Background: an optimization exercise with open tools, aiming at small area and a short achievable clock period. Do not read the settings as production practice.
The RTL was checked by simulation tests, not by an equivalence proof against the original design.
The flow treats the clock pin as an ideal source, which a real chip does not have.
Power and IR drop assume default switching activity.

**design.v**
```verilog
`timescale 1ns / 1ps
module adatreclock(clk, rst, sdi, sample, sample_valid, sample_valid_n);
	input wire clk;
	input wire rst;
	input wire sdi;
	output wire sample;
	output reg sample_valid;
	output reg sample_valid_n;
	reg d1, d2;
	reg [2:0] sample_timer;
	wire edge_detected = d1 ^ d2;
	wire next_valid = !edge_detected && (sample_timer == 3'd3);
	assign sample = d2;
	always @ (posedge clk) begin
		if (rst) begin
			d1 <= 1'b0;
			d2 <= 1'b0;
			sample_timer <= 3'b0;
			sample_valid <= 1'b0;
			sample_valid_n <= 1'b1;
		end
		else begin
			d1 <= sdi;
			d2 <= d1;
			if (edge_detected)
				sample_timer <= 3'b0;
			else
				sample_timer <= sample_timer + 3'd1;
			sample_valid <= next_valid;
			sample_valid_n <= !next_valid;
		end
	end
endmodule
`timescale 1ns / 1ps
module adatreceive(clk8x, rst, sdi, frame_sync, bit_sync,
	ch1, ch2, ch3, ch4,
	ch5, ch6, ch7, ch8);
	input wire clk8x;
	input wire rst;
	input wire sdi;
	output reg frame_sync;
	output wire bit_sync;
	output wire [23:0] ch1;
	output wire [23:0] ch2;
	output wire [23:0] ch3;
	output wire [23:0] ch4;
	output wire [23:0] ch5;
	output wire [23:0] ch6;
	output wire [23:0] ch7;
	output wire [23:0] ch8;
	reg [7:0] bitpos;
	reg prevbit;
	wire sdi_reclocked;
	wire bit_sync_n;	 
	wire bs = ~bit_sync_n;	 
	adatreclock reclocker(
		.clk(clk8x),
		.rst(rst),
		.sdi(sdi),
		.sample(sdi_reclocked),
		.sample_valid(bit_sync),
		.sample_valid_n(bit_sync_n)
	);
	wire [9:0] hist_hi;
	wire [18:0] hist_lo;
	wire [28:0] shiftreg = {hist_hi, hist_lo};
	adatrx_hold_set #(.W(10)) hist_hi_reg (.clk(clk8x), .set(rst),
		.ld(bs), .ldn(bit_sync_n),
		.d({sdi_reclocked ^ prevbit, hist_hi[9:1]}), .q(hist_hi));
	adatrx_hold #(.W(19)) hist_lo_reg (.clk(clk8x),
		.ld(bs), .ldn(bit_sync_n),
		.d({hist_hi[0], hist_lo[18:1]}), .q(hist_lo));
	wire [23:0] sample = {shiftreg[28:25], shiftreg[23:20], shiftreg[18:15],
		shiftreg[13:10], shiftreg[8:5], shiftreg[3:0]};
	wire [23:0] rsample;
	genvar i;
	generate
		for (i = 0; i < 24; i = i + 1) begin : rev
			assign rsample[i] = sample[23-i];
		end
	endgenerate
	reg found_q;		 
	reg [7:0] pre_q;	 
	wire found_sync_pattern = found_q;
	reg [7:0] ld_q;
	reg bs_d;
	wire [7:0] ld_next = pre_q & ~{8{found_q}};
	wire [7:0] ld = ld_q & ~{8{rst}};
	wire [7:0] ldn = ~ld_q & ~{8{rst}};
	adatrx_hold #(.W(24)) chreg1 (.clk(clk8x), .ld(ld[0]), .ldn(ldn[0]), .d(rsample), .q(ch1));
	adatrx_hold #(.W(24)) chreg2 (.clk(clk8x), .ld(ld[1]), .ldn(ldn[1]), .d(rsample), .q(ch2));
	adatrx_hold #(.W(24)) chreg3 (.clk(clk8x), .ld(ld[2]), .ldn(ldn[2]), .d(rsample), .q(ch3));
	adatrx_hold #(.W(24)) chreg4 (.clk(clk8x), .ld(ld[3]), .ldn(ldn[3]), .d(rsample), .q(ch4));
	adatrx_hold #(.W(24)) chreg5 (.clk(clk8x), .ld(ld[4]), .ldn(ldn[4]), .d(rsample), .q(ch5));
	adatrx_hold #(.W(24)) chreg6 (.clk(clk8x), .ld(ld[5]), .ldn(ldn[5]), .d(rsample), .q(ch6));
	adatrx_hold #(.W(24)) chreg7 (.clk(clk8x), .ld(ld[6]), .ldn(ldn[6]), .d(rsample), .q(ch7));
	adatrx_hold #(.W(24)) chreg8 (.clk(clk8x), .ld(ld[7]), .ldn(ldn[7]), .d(rsample), .q(ch8));
	always @ (posedge clk8x) begin
		if (rst) begin
			frame_sync <= 1'b0;
			bitpos <= 8'd0;
			prevbit <= 1'b0;
			ld_q <= 8'd0;
			found_q <= 1'b0;
			pre_q <= 8'd0;
			bs_d <= 1'b0;
		end
		else begin
			found_q <= (hist_hi == 10'b0000000000);
			pre_q <= {bitpos == 8'd243, bitpos == 8'd213, bitpos == 8'd183,
				bitpos == 8'd153, bitpos == 8'd123, bitpos == 8'd93,
				bitpos == 8'd63, bitpos == 8'd33};
			frame_sync <= bs & found_sync_pattern;
			bs_d <= bs;
			if (bs) begin
				prevbit <= sdi_reclocked;
				ld_q <= ld_next;
			end
			if (bs_d) begin
				if (found_sync_pattern)
					bitpos <= 8'd0;
				else
					bitpos <= bitpos + 8'd1;
			end
		end
	end
endmodule
module adatrx_hold #(parameter W = 24) (clk, ld, ldn, d, q);
	input wire clk;
	input wire ld;
	input wire ldn;
	input wire [W-1:0] d;
	output reg [W-1:0] q;
	always @ (posedge clk)
		q <= ({W{ld}} & d) | ({W{ldn}} & q);
endmodule
module adatrx_hold_set #(parameter W = 10) (clk, set, ld, ldn, d, q);
	input wire clk;
	input wire set;
	input wire ld;
	input wire ldn;
	input wire [W-1:0] d;
	output reg [W-1:0] q;
	always @ (posedge clk)
		q <= {W{set}} | ({W{ld}} & d) | ({W{ldn}} & q);
endmodule
```
**flow/run.sh**
```bash
#!/bin/bash
set -euo pipefail
here=$(pwd)
export PRE_CTS_TCL=$here/flow/cts_hook.tcl
export BUFFER_PORTS_ARGS="-buffer_cell sky130_fd_sc_hd__buf_1"
export POST_GLOBAL_PLACE_TCL=$here/flow/place_hook.tcl
bash standard.sh > "$here/standard_flow.log" 2>&1
```
**flow/cts_hook.tcl**
```tcl
# Wrap clock_tree_synthesis: after TritonCTS builds its tree,
# (1) remove the buffers between the root buffer and the leaf (cluster)
#     buffers, and
rename clock_tree_synthesis tritoncts_clock_tree_synthesis
proc clock_tree_synthesis { args } {
  tritoncts_clock_tree_synthesis {*}$args
  set block [ord::get_db_block]
  for { set level 1 } { $level < 10 } { incr level } {
    foreach inst [$block getInsts] {
      set name [$inst getName]
      if { ![string match "clkbuf_${level}_*" $name] } { continue }
      set in [[$inst findITerm A] getNet]
      set out [[$inst findITerm X] getNet]
      foreach it [$out getITerms] {
        if { [$it getInst] ne $inst } {
          $it disconnect
          $it connect $in
        }
      }
      odb::dbInst_destroy $inst
      odb::dbNet_destroy $out
      puts "cts_hook: removed $name"
    }
  }
  foreach inst [$block getInsts] {
    if { [string match "clkbuf_0_*" [$inst getName]] } { split_root $block $inst }
  }
  # connect the new root buffers' power and ground pins
  global_connect
}

proc split_root { block root } {
  set in [[$root findITerm A] getNet]
  set out [[$root findITerm X] getNet]
  set master [$root getMaster]
  set core [$block getCoreArea]
  set cx [expr { ([$core xMin] + [$core xMax]) / 2 }]
  set cy [expr { ([$core yMin] + [$core yMax]) / 2 }]
  # group the loads by quadrant around the core's centre
  array set group {}
  foreach it [$out getITerms] {
    if { [$it getInst] eq $root } { continue }
    set box [[$it getInst] getBBox]
    set x [expr { ([$box xMin] + [$box xMax]) / 2 }]
    set y [expr { ([$box yMin] + [$box yMax]) / 2 }]
    set q [expr { ($x >= $cx ? 1 : 0) + ($y >= $cy ? 2 : 0) }]
    lappend group($q) [list $it $x $y]
  }
  set k 0
  foreach q [lsort [array names group]] {
    set sx 0; set sy 0; set n 0
    foreach e $group($q) { incr sx [lindex $e 1]; incr sy [lindex $e 2]; incr n }
    set name "clkbuf_root_${k}_[$in getName]"
    set buf [odb::dbInst_create $block $master $name]
    set net [odb::dbNet_create $block "clknet_root_${k}_[$in getName]"]
    $net setSigType CLOCK
    [$buf findITerm A] connect $in
    [$buf findITerm X] connect $net
    foreach e $group($q) {
      set it [lindex $e 0]
      $it disconnect
      $it connect $net
    }
    $buf setLocation [expr { $sx / $n }] [expr { $sy / $n }]
    $buf setPlacementStatus PLACED
    $buf setSourceType TIMING
    puts "cts_hook: $name drives $n loads"
    incr k
  }
  odb::dbInst_destroy $root
  odb::dbNet_destroy $out
}
```
**flow/place_hook.tcl**
```tcl
# After global placement: put each output port buffer on the spot of the
# register (or gate) that drives it, so that the register sees only the
# buffer's input and the buffer drives the wire to the port. The buffer is
# made a buf_2 and kept at that size and place by marking it don't-touch
# (detailed placement still legalizes it next to its driver).
set block [ord::get_db_block]
set db [ord::get_db]
set buf2 [$db findMaster sky130_fd_sc_hd__buf_2]
set moved 0
foreach inst [$block getInsts] {
  if { ![string match "output*" [$inst getName]] } { continue }
  set net [[$inst findITerm A] getNet]
  if { $net eq "NULL" } { continue }
  foreach it [$net getITerms] {
    if { [$it isOutputSignal] } {
      set loc [[$it getInst] getLocation]
      $inst swapMaster $buf2
      $inst setLocation [lindex $loc 0] [lindex $loc 1]
      $inst setDoNotTouch 1
      incr moved
      break
    }
  }
}
# re-apply the power and ground connections to the swapped cells
global_connect
puts "place_hook: moved $moved output buffers to their drivers"
```
**standard.sh**
```bash
#!/bin/bash
# synth_recipe.tcl (not shown) runs the flow's synth.tcl, then flattens the netlist and writes it again
# the make line also repeats each setting of config.mk as NAME=value (left out here)
make -C /OpenROAD-flow-scripts/flow DESIGN_CONFIG=/design/flow/config.mk WORK_HOME=/design/flow/orfs CLKGATE_MAP_FILE= SYNTH_SCRIPT=/design/flow/synth_recipe.tcl "${@:-finish}"
```
**config.mk**
```make
export PLATFORM = sky130hd
export DESIGN_NAME = adatreceive
export DESIGN_NICKNAME = adatreceive
export VERILOG_FILES = /design/flow/design.v
export SDC_FILE = /design/flow/constraint.sdc
export NUM_CORES = 4
export LEC_CHECK = 0
export CAP_MARGIN = 20
export CORE_MARGIN = 2
export CORE_UTILIZATION = 60
export CTS_CLUSTER_DIAMETER = 60
export CTS_CLUSTER_SIZE = 30
export SETUP_SLACK_MARGIN = 1.3
export SLEW_MARGIN = 20
export SYNTH_HIERARCHICAL = 1
```
**constraint.sdc**
```tcl
create_clock -name core_clock -period 2.7 [get_ports {clk8x}]
set_input_delay 0.5400 -clock core_clock [delete_from_list [all_inputs] [get_ports {clk8x}]]
set_output_delay 0.5400 -clock core_clock [all_outputs]
set_load 0.01 [all_outputs]
```
==> results of run 1 <==
where the power goes:
group          leakage [uW]  total [uW]  internal, uW  switching [uW]
registers           0.00206        3840          3790            48.9
clock network      0.000258        2530          1210            1320
logic               0.00206         110          26.3            83.5
synthesized netlist by cell type, types with 2 or more instances:
master | number | area [sq um]
nor4_1 | 4 | 25.0
inv_1 | 3 | 11.3
a22o_2 | 32 | 320
clkbuf_1 | 4 | 15.0
o21ai_0 | 3 | 15.0
mux2i_1 | 3 | 30.0
nand2_1 | 6 | 22.5
ha_1 | 4 | 50.1
xor2_1 | 5 | 43.8
a22oi_1 | 8 | 60.1
nand4_1 | 2 | 12.5
a22o_1 | 179 | 1570
and2_1 | 2 | 12.5
dfxtp_1 | 256 | 5120
buf_6 | 37 | 417
a21oi_1 | 3 | 15.0
nor3_1 | 2 | 10.0
nand2b_1 | 3 | 18.8
a221o_1 | 10 | 100
or3_1 | 3 | 18.8
nor2b_1 | 11 | 68.8
buf_2 | 4 | 20.0
nor2_1 | 32 | 120
nand3b_1 | 2 | 15.0
cell usage in the layout, fill, tap and decap left out, types with 2 or more instances in the layout:
master	count
a21oi_1	3
a221o_1	10
a22o_1	179
a22o_2	32
a22oi_1	8
and2_1	2
buf_2	194
buf_4	3
buf_8	2
clkbuf_16	16
clkinv_8	3
dfxtp_1	253
dfxtp_2	3
ha_1	3
inv_1	3
inv_12	2
mux2i_1	3
nand2_1	6
nand2b_1	3
nand3b_1	2
nand4_1	2
nor2_1	23
nor2_2	2
nor2_4	9
nor2b_1	4
nor2b_4	9
nor3_1	2
nor4_1	4
o21ai_0	3
or3_1	3
xor2_1	5
through the flow:
step	setup WS (ns)	utilization (%)	cell area [sq um]
final	1.33	72.7	9710
after global routing	1.28	72.7	9710
after CTS	1.30	72.5	9680
after detailed placement	0.460	67.6	9030
after global placement	0.572	65.8	8780
after floorplan	1.30	-	8270
flip-flops by register name, indices dropped and copies added, names as in the netlist, 3 cells and up:
register	count
chreg5.q	24
chreg4.q	24
reclocker.sample_timer	3
chreg2.q	24
chreg7.q	24
ld_q	8
hist_hi_reg.q	10
pre_q	8
chreg1.q	24
bitpos	8
hist_lo_reg.q	19
chreg6.q	24
chreg3.q	24
chreg8.q	24
Yosys stat by module, one instance, submodules excluded, a selection:
| module | copies in the design | flip-flops and latches | area (sq um) | cells |
|---|---|---|---|---|
| adatreceive | 1 | 28 | 1150 | 128 |
| adatreclock | 1 | 7 | 238 | 20 |
routing by layer:
| layer | up-vias | track usage [%] | share of wire, % |
|---|---|---|---|
| met4 | 0 | 10.1 | 2.5 |
| li1 | 2747 | - | - |
| met2 | 225 | 47.3 | 49 |
| met3 | 32 | 4.84 | 6.0 |
| met1 | 3001 | 38.5 | 43 |
| met5 | - | 0 | 0 |
worst paths after layout:
path,start,to,slack [ns],cells after the start
max reg2reg,ld_q[4],chreg5.q[23],1.38,2
min,sdi,reclocker.d1,0.43,2
max,chreg1.q[17],ch1[17],1.33,1
min reg2reg,reclocker.sample_timer[0],reclocker.sample_timer[0],0.45,1
cell families after synthesis:
family / share of synthesized area (%)
buffers and inverters: 5.90
AND/OR/NAND/NOR: 4.91
flip-flops: 62.2
adder cells (fa/ha/maj): 0.608
AO/OA/AOI/OAI: 25.3
multiplexers: 0.365
XOR/XNOR: 0.638
cell type report, without the clock buffers:
type                       instances  area, sq um  area share, %
inverter                           3         11.3          0.116
sequential                       256         5130           52.8
tap                              176          220           2.27
timing repair buffer             200         1030           10.6
clock inverter                     9          123           1.26
multi-input combinational        327         2790           28.7
repair_timing:
| item | CTS | global route |
|---|---|---|
| endpoints found under the hold margin | 0 | 0 |
| gates cloned | 2 | 2 |
| setup endpoints to repair | 200 | 62 |
| pin swaps | 1 | 1 |
| gates resized for setup | 20 | 8 |
==> impl_metrics.json, run 1 <==
{
  "critical_path.cell_chain": "buf_2",
  "synth.yosys.seq_area_share_pct": 62.2,
  "timing.final.crit_share_pct": 50.8,
  "worst-slew-pin-transition_ns": 0.891,
  "vdd_drop_max_mv": 0.618,
  "hold_ws_ns": 0.434,
  "vias_per_cell": 6.08,
  "worstPathRequired_ns": 2.16,
  "synthToLayoutAreaGrowth_pct": 17.9,
  "antenna_found_initial": 0,
  "syn-cell-area_sq_um": 8230,
  "grt_pass1_vias": 5748,
  "drcViolationCount": 0,
  "placedCellCount": 958,
  "hold_class": "in2reg",
  "rsz0062_at_grt": "true",
  "synth_edf_count": 0,
  "die_height_um": 121,
  "status": "complete, no violations",
  "fin_total_pwr_uw": 6480,
  "grt_max_degree": 41,
  "cts.clk_slew.worst_paths_ns": 0.11,
  "grt_first_pass_wirelength_um": 33200,
  "path_max_fanout": 2,
  "dr.pass1.iters": 5,
  "critPathKind": "reg2out",
  "startpoint_type": "register",
  "finalSetupViolCount": 0,
  "crit_arrival_ns": 0.83,
  "endpoint_kind": "output port",
  "cp_slowest_stage_delay_ns": 0.37,
  "hpwl_um": 14200,
  "grt_overflow": 0,
  "wl_per_cell_um": 22.0,
  "syn_inst": 629,
  "synth.distinct_cells": 35,
  "coreArea_sq_um": 13300,
  "relSlewSlack_pct": 40.5,
  "min_period_ns": 1.37,
  "grt_usage_pct": 28.7,
  "rows": 42,
  "setup_tns_ns": 0,
  "avgSynthCellArea_sq_um": 13.1,
  "ys_seq_elements": 256,
  "final_cells": 988,
  "timing.fmax_mhz": 729,
  "drt_wl_total_um": 21700,
  "critPathTopFamily": "flip-flops",
  "vias": 6005,
  "yosysWarnings": 11,
  "initial_core_util_pct": 61.7,
  "die_area_sq_um": 14700,
  "drt_iter0_markers": 485,
  "critPathSlowestCell": "dfxtp_1",
  "diodes": 0,
  "cts_tree": "built",
  "synth-main-ff-cell": "dfxtp_1",
  "cts_buffers": 15,
  "clock_skew_ns": 0.0271,
  "p_per_area_nw_per_um2": 667,
  "path_buf_inv": 1,
  "nets": 811,
  "postCtsSetupBuffers": 0,
  "hold_buffers": 0,
  "leakagePower_uw": 0.00439,
  "slew_violations": 0,
  "ys_async_sr_fraction_pct": 0,
  "drive_above_1_share_pct": 35.1,
  "hold_viol": 0,
  "drtAntennaViolNets": 0,
  "die_x_um": 121,
  "insertion_delay_ns": 0.31,
  "cap_violations": 0,
  "cts_num_sinks": 256,
  "nFillCells": 960,
  "syn-num-nets": 636,
  "io_pins": 197,
  "io_buffers": 196
}
==> run 2, diff against run 1 <==
--- a/flow/place_hook.tcl
+++ b/flow/place_hook.tcl
@@ -7,5 +7,5 @@
 set db [ord::get_db]
 set buf2 [$db findMaster sky130_fd_sc_hd__buf_2]
-set moved 0
+set moved {}
 foreach inst [$block getInsts] {
   if { ![string match "output*" [$inst getName]] } { continue }
@@ -17,11 +17,12 @@
       $inst swapMaster $buf2
       $inst setLocation [lindex $loc 0] [lindex $loc 1]
-      $inst setDoNotTouch 1
-      incr moved
+      lappend moved $inst
       break
     }
   }
 }
-# re-apply the power and ground connections to the swapped cells
+# re-apply the power and ground connections to the swapped cells, then
+# mark them don't-touch
 global_connect
-puts "place_hook: moved $moved output buffers to their drivers"
+foreach inst $moved { $inst setDoNotTouch 1 }
+puts "place_hook: moved [llength $moved] output buffers to their drivers"
--- a/config.mk
+++ b/config.mk
@@ -8,5 +8,5 @@
 export CAP_MARGIN = 20
 export CORE_MARGIN = 2
-export CORE_UTILIZATION = 60
+export CORE_UTILIZATION = 66
 export CTS_CLUSTER_DIAMETER = 60
 export CTS_CLUSTER_SIZE = 30
==> run 2 against run 1 <==
  * Critical path depth unchanged
  * Via count increased by 1.8%
  * Synthesized area unchanged
  * Flip-flop and latch count unchanged
  * Worst setup slack got worse by 0.0041 ns
  * Sequential share of layout area is 0.32 points higher
  * Maximum frequency is 0.30% lower
  * Critical path type unchanged
==> impl_metrics.json, run 2 <==
{
  "antenna_found_initial": 0,
  "cap_violations": 0,
  "r2r_cells": 2,
  "hold_class": "reg2reg",
  "syn_inst": 629,
  "avgSynthCellArea_sq_um": 13.1,
  "timing.rr.start": "ld_q[5]",
  "grt_overflow": 0,
  "synth_area_leaders": "dfxtp_1, a22o_1, buf_6, a22o_2, nor2_1",
  "die_x_um": 116,
  "nFillCells": 790,
  "grt_max_degree": 31,
  "relSlewSlack_pct": 57.4,
  "reg2reg_to": "chreg6.q[1]",
  "yosysWarnings": 11,
  "fin_area_sq_um": 9660,
  "min_period_ns": 1.38,
  "diodes": 0,
  "drtAntennaViolNets": 0,
  "die_height_um": 116,
  "synthMostInstantiatedCell": "dfxtp_1",
  "path_max_fanout": 2,
  "initial_core_util_pct": 68.0,
  "ys_seq_elements": 256,
  "hold_depth": 1,
  "io_buffers": 196,
  "syn-num-nets": 636,
  "cts_buffers": 13,
  "final_common_cell": "dfxtp_1",
  "holdPathEnd": "reclocker.sample_timer[0]",
  "startpoint_type": "register",
  "setup_tns_ns": 0,
  "cts.clk_slew.worst_paths_ns": 0.10,
  "finalSetupViolCount": 0,
  "critPathSlowestCell": "dfxtp_1",
  "layout_setup_ws_ns": 1.32,
  "synth_edf_count": 0,
  "grt_usage_pct": 30.7,
  "final_cell_mix": "dfxtp_1, buf_2, a22o_1",
  "pre_cts_slack_ns": 0.373,
  "status": "complete, no violations",
  "insertion_delay_ns": 0.32,
  "drcViolationCount": 0,
  "hpwl_um": 13900,
  "critPathTopFamily": "flip-flops",
  "vias": 6115,
  "slew_violations": 0,
  "multiInputGateArea_sq_um": 2780,
  "synthToLayoutAreaGrowth_pct": 17.4,
  "hp-start": "reclocker.sample_timer[0]",
  "syn-cell-area_sq_um": 8230,
  "synth.yosys.seq_area_share_pct": 62.2,
  "synth_top_area_share_pct": 62.2,
  "drive_above_1_share_pct": 35.4,
  "regArea_sq_um": 5130,
  "timing.fmax_mhz": 726,
  "drt_iter0_markers": 619,
  "coreArea_sq_um": 12100,
  "drt_wl_total_um": 21500,
  "grt_first_pass_wirelength_um": 32300,
  "vias_per_cell": 6.23,
  "synth_top_area_cell": "dfxtp_1",
  "hold_viol": 0,
  "timing.final.crit_share_pct": 51.0,
  "reg2reg_slack_ns": 1.36,
  "rows": 40,
  "nets": 816,
  "endpoint_kind": "output port",
  "fin_total_pwr_uw": 6190,
  "cts_tree": "built",
  "critPathKind": "reg2out",
  "io_pins": 197,
  "placed_area_sq_um": 9040,
  "leakagePower_uw": 0.00438,
  "worstPathRequired_ns": 2.16,
  "cp_slowest_stage_delay_ns": 0.36,
  "cts_num_sinks": 256,
  "dr.pass1.iters": 5,
  "die_area_sq_um": 13400,
  "ys_async_sr_fraction_pct": 0,
  "synth.distinct_cells": 35,
  "wl_per_cell_um": 21.9,
  "vdd_drop_max_mv": 0.624,
  "critical_path.cell_chain": "buf_2",
  "path_buf_inv": 1,
  "clock_skew_ns": 0.0311,
  "crit_arrival_ns": 0.84,
  "synthTopCellsByCount": "dfxtp_1, a22o_1, buf_6",
  "synth-main-ff-cell": "dfxtp_1",
  "rsz0062_at_grt": "true",
  "p_per_area_nw_per_um2": 641,
  "worst-slew-pin-transition_ns": 0.637,
  "hold_ws_ns": 0.444,
  "grt_pass1_vias": 5763
}
run 2: cell counts after synthesis:
No cell type changed its count.
run 2: report_power, final:
group / switching, uW / internal (uW) / total, uW / leakage, uW
registers: 52.7 / 3790 / 3840 / 0.00207
logic: 79.4 / 27.0 / 106 / 0.00210
clock network: 1160 / 1080 / 2250 / 0.000213
total: 1290 / 4900 / 6190 / 0.00438
run 2: per-module statistics from Yosys (local to each module, per instance), a selection:
module	cells inside	flops+latches	cell area, sq um
adatreclock	20	7	238
adatreceive	128	28	1150
run 2: worst max path at each step:
stage / start / slack (ns) / depth (start not counted) / to
6_report: chreg2.q[12] / 1.32 / 1 / ch2[12]
5_1_grt: ld_q[5] / 1.29 / 2 / chreg6.q[0]
4_1_cts: chreg4.q[21] / 1.30 / 1 / ch4[21]
3_5_place_dp: rst / 0.37 / 3 / chreg5.q[0]
3_3_place_gp: rst / 0.49 / 3 / chreg5.q[23]
2_1_floorplan: rst / 1.30 / 5 / chreg2.q[21]
run 2: kinds of logic (layout without fill, tap and decap cells):
kind of cell / Yosys count / count (layout) / share of synthesized area, %
buf+inv: 50 / 231 / 5.90
simple gates: 74 / 78 / 4.91
fa+ha+maj: 4 / 4 / 0.608
mux: 3 / 3 / 0.365
flops: 256 / 256 / 62.2
compound gates: 236 / 236 / 25.3
xor+xnor: 6 / 6 / 0.638
run 2: metrics by stage:
step | std cells | util [%]
after CTS | 977 | 79.1
after detailed placement | 953 | 74.6
final | 982 | 79.8
after global placement | 953 | 72.6
after global routing | 982 | 79.8
after floorplan | 629 | -
run 2: layout make-up, without the clock buffers:
| type | count | area share (%) |
|---|---|---|
| clock inverter | 6 | 0.829 |
| timing repair buffer | 206 | 11.2 |
| multi-input combinational | 327 | 28.7 |
| timing repair inverter | 1 | 0.0777 |
| tap | 168 | 2.18 |
| sequential | 256 | 53.1 |
| inverter | 3 | 0.155 |
run 2: repair_timing:
item                       in CTS  in global routing
setup buffers                   2                  1
cloned                          1                  4
setup endpoints to repair     235                 74
pin swaps                       0                  1
gates resized for setup        22                 11
hold buffers                    0                  0
run 2: routing by layer:
layer	vias up	track usage [%]	share of wire [%]	wire, um
li1	2747	-	-	-
met1	3015	42.1	42	9030
met2	301	50.1	48	10300
met3	52	4.50	6.8	1460
met4	0	11.4	3.1	656
met5	-	0	0	0
run 2: worst register-to-register path: cells and delay by family (launching register included):
family             cells  cell delay (ns)
DFF                    1             0.43
AOI/OAI and AO/OA      1             0.26
and+or+nand+nor        1             0.58
==> run 3, diff against run 2 <==
--- a/config.mk
+++ b/config.mk
@@ -8,5 +8,5 @@
 export CAP_MARGIN = 20
 export CORE_MARGIN = 2
-export CORE_UTILIZATION = 66
+export CORE_UTILIZATION = 60
 export CTS_CLUSTER_DIAMETER = 60
 export CTS_CLUSTER_SIZE = 30
==> run 3 against run 2 <==
  * Highest routed layer unchanged
  * Flip-flop and latch count stayed put
  * Routed wire length up 1.2%
  * Global-route usage decreased by 2.0 points
  * Critical path type unchanged
  * Synthesized area did not move
  * Worst setup slack better by 0.0036 ns
  * Cell area up 0.49%
  * Via count decreased by 1.8%
  * First-iteration DRC count fell by 22%
  * Sequential share of layout area is 0.32 points lower
  * Maximum frequency up 0.26%
==> impl_metrics.json, run 3 <==
{
  "holdPathEnd": "reclocker.d1",
  "relSlewSlack_pct": 40.6,
  "critPathTopFamily": "flip-flops",
  "min_period_ns": 1.37,
  "drtAntennaViolNets": 0,
  "nFillCells": 960,
  "cts_tree": "built",
  "critPathSlowestCell": "dfxtp_1",
  "avgSynthCellArea_sq_um": 13.1,
  "grt_pass1_vias": 5748,
  "timing.final.crit_share_pct": 50.9,
  "io_pins": 197,
  "die_area_sq_um": 14700,
  "final_cell_mix": "dfxtp_1, buf_2, a22o_1",
  "clock_skew_ns": 0.0271,
  "hold_ws_ns": 0.434,
  "reg2reg_slack_ns": 1.38,
  "synthTopCellsByCount": "dfxtp_1, a22o_1, buf_6",
  "wl_per_cell_um": 22.0,
  "cts_num_sinks": 256,
  "syn-num-nets": 636,
  "synthMostInstantiatedCell": "dfxtp_1",
  "cap_violations": 0,
  "synth_top_area_cell": "dfxtp_1",
  "synth_edf_count": 0,
  "initial_core_util_pct": 61.7,
  "coreArea_sq_um": 13300,
  "nets": 811,
  "drive_above_1_share_pct": 35.1,
  "antenna_found_initial": 0,
  "status": "complete, no violations",
  "critical_path.cell_chain": "buf_2",
  "path_max_fanout": 2,
  "regArea_sq_um": 5130,
  "vias_per_cell": 6.08,
  "critPathKind": "reg2out",
  "leakagePower_uw": 0.00439,
  "endpoint_kind": "output port",
  "p_per_area_nw_per_um2": 667,
  "hold_depth": 2,
  "ys_async_sr_fraction_pct": 0,
  "synth-main-ff-cell": "dfxtp_1",
  "crit_arrival_ns": 0.83,
  "vdd_drop_max_mv": 0.618,
  "postCtsSetupBuffers": 0,
  "synth_area_leaders": "dfxtp_1, a22o_1, buf_6, a22o_2, nor2_1",
  "cts.clk_slew.worst_paths_ns": 0.11,
  "die_x_um": 121,
  "path_buf_inv": 1,
  "slew_violations": 0,
  "synthToLayoutAreaGrowth_pct": 17.9,
  "hold_buffers": 0,
  "reg2reg_to": "chreg6.q[23]",
  "die_height_um": 121,
  "timing.fmax_mhz": 728,
  "multiInputGateArea_sq_um": 2790,
  "vias": 6004,
  "cp_slowest_stage_delay_ns": 0.37,
  "synth.yosys.seq_area_share_pct": 62.2,
  "rows": 42,
  "hold_class": "in2reg",
  "finalSetupViolCount": 0,
  "grt_first_pass_wirelength_um": 33200,
  "timing.rr.start": "ld_q[5]",
  "hold_viol": 0,
  "drcViolationCount": 0,
  "hpwl_um": 14200,
  "cts_buffers": 15,
  "drt_iter0_markers": 481,
  "grt_overflow": 0,
  "synth.distinct_cells": 35,
  "insertion_delay_ns": 0.31,
  "dr.pass1.iters": 5,
  "rsz0062_at_grt": "true",
  "setup_tns_ns": 0,
  "r2r_cells": 2,
  "drt_wl_total_um": 21700,
  "yosysWarnings": 11,
  "syn-cell-area_sq_um": 8230,
  "ys_seq_elements": 256,
  "grt_max_degree": 41,
  "diodes": 0,
  "io_buffers": 196,
  "startpoint_type": "register",
  "worst-slew-pin-transition_ns": 0.889,
  "worstPathRequired_ns": 2.16,
  "syn_inst": 629,
  "hp-start": "sdi",
  "synth_top_area_share_pct": 62.2,
  "grt_usage_pct": 28.7,
  "final_common_cell": "dfxtp_1"
}
run 3: cell counts after synthesis:
No cell type changed its count.
run 3: cell families (layout without fill, tap and decap cells):
kind of cell | Yosys count | after routing | share of synthesized area [%]
XOR/XNOR | 6 | 6 | 0.638
multiplexers | 3 | 3 | 0.365
flip-flops | 256 | 256 | 62.2
AND/OR/NAND/NOR | 74 | 78 | 4.91
buffers and inverters | 50 | 229 | 5.90
adder cells (fa/ha/maj) | 4 | 4 | 0.608
AO/OA/AOI/OAI | 236 | 236 | 25.3
run 3: worst max-delay path by stage:
stage,from,to,depth (start not counted)
after CTS,reclocker.sample_valid_n,ld_q[1],4
final,chreg1.q[17],ch1[17],1
after global routing,reclocker.sample_valid_n,hist_lo_reg.q[11],2
after global placement,rst,chreg1.q[23],4
after detailed placement,rst,chreg1.q[23],4
after floorplan,rst,chreg2.q[21],5
run 3: stage by stage:
stage | total power (uW) | cells | util, % | cell area [sq um] | worst slack [ns]
5_1_grt | 6650 | 988 | 72.7 | 9710 | 1.28
6_report | 6480 | 988 | 72.7 | 9710 | 1.33
2_1_floorplan | 4000 | 629 | - | 8270 | 1.30
4_1_cts | 6500 | 986 | 72.5 | 9680 | 1.30
3_5_place_dp | 4020 | 958 | 67.6 | 9030 | 0.460
3_3_place_gp | 4010 | 958 | 65.8 | 8780 | 0.572
run 3: cell type report, without the clock buffers:
cell class,count,share of cell area [%]
Multi-Input combinational cell,327,28.7
Sequential cell,256,52.8
Tap cell,176,2.27
Timing Repair Buffer,200,10.6
Inverter,3,0.116
Clock inverter,9,1.26
run 3: Yosys stat by module (local to each module, per instance), a selection:
module	copies in the design	flops+latches	cell area [sq um]	cells
adatreclock	1	7	238	20
adatreceive	1	28	1150	128
run 3: timing repair:
action	CTS	global route
cloned	2	2
setup endpoints to repair	200	62
pin swaps	1	1
resized for setup	20	8
run 3: where the power goes:
group	total, uW	internal, uW	switching, uW
Clock	2530	1210	1320
Sequential	3840	3790	48.9
Combinational	110	26.3	83.4
Total	6480	5030	1450
run 3: per-layer routing:
metal / global-route usage (%) / wire length, um / vias up
met4: 10.1 / 540 / 0
met1: 38.5 / 9390 / 2999
met3: 4.84 / 1270 / 32
met2: 47.3 / 10500 / 226
li1: - / - / 2747
met5: 0 / 0 / -
==> run 4, diff against run 3 <==
--- a/config.mk
+++ b/config.mk
@@ -11,5 +11,5 @@
 export CTS_CLUSTER_DIAMETER = 60
 export CTS_CLUSTER_SIZE = 30
-export SETUP_SLACK_MARGIN = 1.3
+export SETUP_SLACK_MARGIN = 1.35
 export SLEW_MARGIN = 20
 export SYNTH_HIERARCHICAL = 1
==> run 4 against run 3 <==
  * Via count increased by 2.7%
  * Register-to-register slack got worse by 0.04 ns
  * Still clean on timing, DRC and antenna
  * Critical endpoint is now bitpos[6]
  * Maximum frequency increased by 1.1%
  * Global-route usage increased by 1.0 points
==> impl_metrics.json, run 4 <==
{
  "antenna_found_initial": 0,
  "fin_total_pwr_uw": 6420,
  "critPathSlowestCell": "or3_1",
  "die_x_um": 121,
  "diodes": 0,
  "drive_above_1_share_pct": 50.3,
  "synth_top_area_cell": "dfxtp_1",
  "rsz0062_at_grt": "true",
  "syn_inst": 629,
  "startpoint_type": "register",
  "relSlewSlack_pct": 55.3,
  "yosysWarnings": 11,
  "slew_violations": 0,
  "cap_violations": 0,
  "synth.yosys.seq_area_share_pct": 62.2,
  "grt_pass1_vias": 5839,
  "synth_edf_count": 0,
  "grt_usage_pct": 29.8,
  "critical_path.cell_chain": "ha_2 > nand4_1 > or3_1 > a21oi_2",
  "synth_top_area_share_pct": 62.2,
  "final_common_cell": "buf_2",
  "crit_arrival_ns": 1.59,
  "cts_buffers": 15,
  "drt_wl_total_um": 23000,
  "grt_first_pass_wirelength_um": 34000,
  "path_max_fanout": 5,
  "synth-main-ff-cell": "dfxtp_1",
  "critPathKind": "reg2reg",
  "hp-start": "sdi",
  "rows": 42,
  "endpoint_kind": "register",
  "critPathTopFamily": "simple AND/OR/NAND/NOR gates",
  "drtAntennaViolNets": 0,
  "syn-num-nets": 636,
  "timing.fmax_mhz": 736,
  "cts_tree": "built",
  "final_cell_mix": "buf_2, a22o_1, dfxtp_1",
  "grt_overflow": 0,
  "setup_tns_ns": 0,
  "synthTopCellsByCount": "dfxtp_1, a22o_1, buf_6",
  "cp_slowest_stage_delay_ns": 0.42,
  "io_buffers": 196,
  "cts_num_sinks": 256,
  "syn-cell-area_sq_um": 8230,
  "grt_max_degree": 28,
  "finalSetupViolCount": 0,
  "cts.clk_slew.worst_paths_ns": 0.09,
  "drt_iter0_markers": 561,
  "path_buf_inv": 0,
  "avgSynthCellArea_sq_um": 13.1,
  "wl_per_cell_um": 22.9,
  "timing.rr.start": "bitpos[0]",
  "io_pins": 197,
  "insertion_delay_ns": 0.30,
  "vias": 6168,
  "ys_seq_elements": 256,
  "worstPathRequired_ns": 2.93,
  "synthMostInstantiatedCell": "dfxtp_1",
  "vias_per_cell": 6.15,
  "reg2reg_slack_ns": 1.34,
  "hold_class": "in2reg",
  "die_area_sq_um": 14700,
  "clock_skew_ns": 0.0105,
  "drcViolationCount": 0,
  "p_per_area_nw_per_um2": 641,
  "worst-slew-pin-transition_ns": 0.670,
  "dr.pass1.iters": 5,
  "die_height_um": 121,
  "hpwl_um": 14200,
  "synth_area_leaders": "dfxtp_1, a22o_1, buf_6, a22o_2, nor2_1",
  "critPathLaunch": "bitpos[0]",
  "timing.final.crit_share_pct": 50.3,
  "leakagePower_uw": 0.00453,
  "initial_core_util_pct": 61.7,
  "synth.distinct_cells": 35,
  "nets": 826,
  "vdd_drop_max_mv": 0.633,
  "status": "complete, no violations",
  "coreArea_sq_um": 13300,
  "ys_async_sr_fraction_pct": 0,
  "synthToLayoutAreaGrowth_pct": 21.8,
  "min_period_ns": 1.36,
  "hold_viol": 0
}
==> run 4: per-stage QoR <==
step                      hold slack (ns)  area [sq um]  worst slack, ns  instances  util [%]
after floorplan                     0.405          8360             1.34        629         -
final                               0.440         10000             1.34       1003      75.1
after detailed placement            0.447          9090            0.483        961      68.1
after CTS                           0.453          9770             1.31        996      73.2
after global routing                0.468         10000             1.30       1003      75.1
after global placement              0.417          8850            0.532        961      66.3
==> run 4: kinds of logic (layout without fill, tap and decap cells) <==
kind of cell / after synthesis / count (layout) / share of synthesized area [%]
AO/OA/AOI/OAI: 236 / 236 / 25.3
XOR/XNOR: 6 / 6 / 0.638
adder cells (fa/ha/maj): 4 / 4 / 0.608
buffers and inverters: 50 / 241 / 5.90
flip-flops: 256 / 256 / 62.2
multiplexers: 3 / 3 / 0.365
AND/OR/NAND/NOR: 74 / 81 / 4.91
==> run 4: final cells by class, without the clock buffers <==
cell class	count	area, sq um
clock inverter	10	98.8
fill	913	3320
inverter	3	15.0
multi-input combinational	330	2840
sequential	256	5280
tap	176	220
timing repair buffer	211	1170
timing repair inverter	1	7.51
==> run 4: worst paths after layout <==
path	to	cells after the start
max	bitpos[6]	4
min	reclocker.d1	2
max reg2reg	bitpos[6]	4
min reg2reg	reclocker.sample_timer[0]	1
==> run 4: what timing repair did <==
item	in CTS	in global routing
pin swaps	4	2
hold buffers	0	0
gates resized for setup	23	123
endpoints found under the setup margin	245	224
setup buffers	2	4
cloned	7	3
==> run 4: power by group <==
part / internal [uW] / total (uW) / switching [uW]
clock: 1230 / 2460 / 1240
sequential: 3790 / 3840 / 53.6
combinational: 33.9 / 121 / 87.4
total: 5040 / 6420 / 1380
==> run 4: Yosys stat by module, one instance, submodules excluded, a selection <==
module	times used	cells	flip-flops and latches	cell area, sq um
adatreceive	1	128	28	1150
adatreclock	1	20	7	238
==> run 4: layer usage <==
metal	vias to the layer above	wire length (um)	part of all wire, %	GRT usage [%]
met5	-	0	0	0
met4	0	543	2.4	7.90
met3	41	1440	6.2	5.03
met2	259	11400	50	50.6
met1	3090	9560	42	39.5
li1	2778	-	-	-

## static timing again, ports no longer ideal
Ports are ideal in the flow. The routed layouts listed here were re-timed in OpenROAD.
Step 1 assumes that a clkbuf_16 drives the clock port and a buf_2 every other input.
Step 2, shift: input delay + t, output delay - t, t = (earliest + latest rising clock arrival at the registers) / 2. This alone moves slack from input paths to output paths.
Three values: no drivers, after step 1, after step 2; two values: the first two.
| run | t, ns | slack for setup (ns) | hold WS [ns] | pins driven straight from the clock port |
|---|---|---|---|---|
| run 1 | 0.391 | 1.327 / 1.237 / 0.964 | 0.434 / 0.366 / 0.446 | 4 |
| run 2 | 0.390 | 1.323 / 1.234 / 1.008 | 0.444 / 0.419 / 0.444 | 4 |
| run 3 | 0.391 | 1.327 / 1.236 / 0.965 | 0.434 / 0.366 / 0.446 | 4 |
| run 4 | 0.389 | 1.341 / 1.263 / 1.000 | 0.440 / 0.387 / 0.451 | 4 |
After both steps setup and hold are still met in every run listed. The setup slack of run 1, which loses most, moves by -0.090 ns with the drivers and by -0.363 ns with both steps.
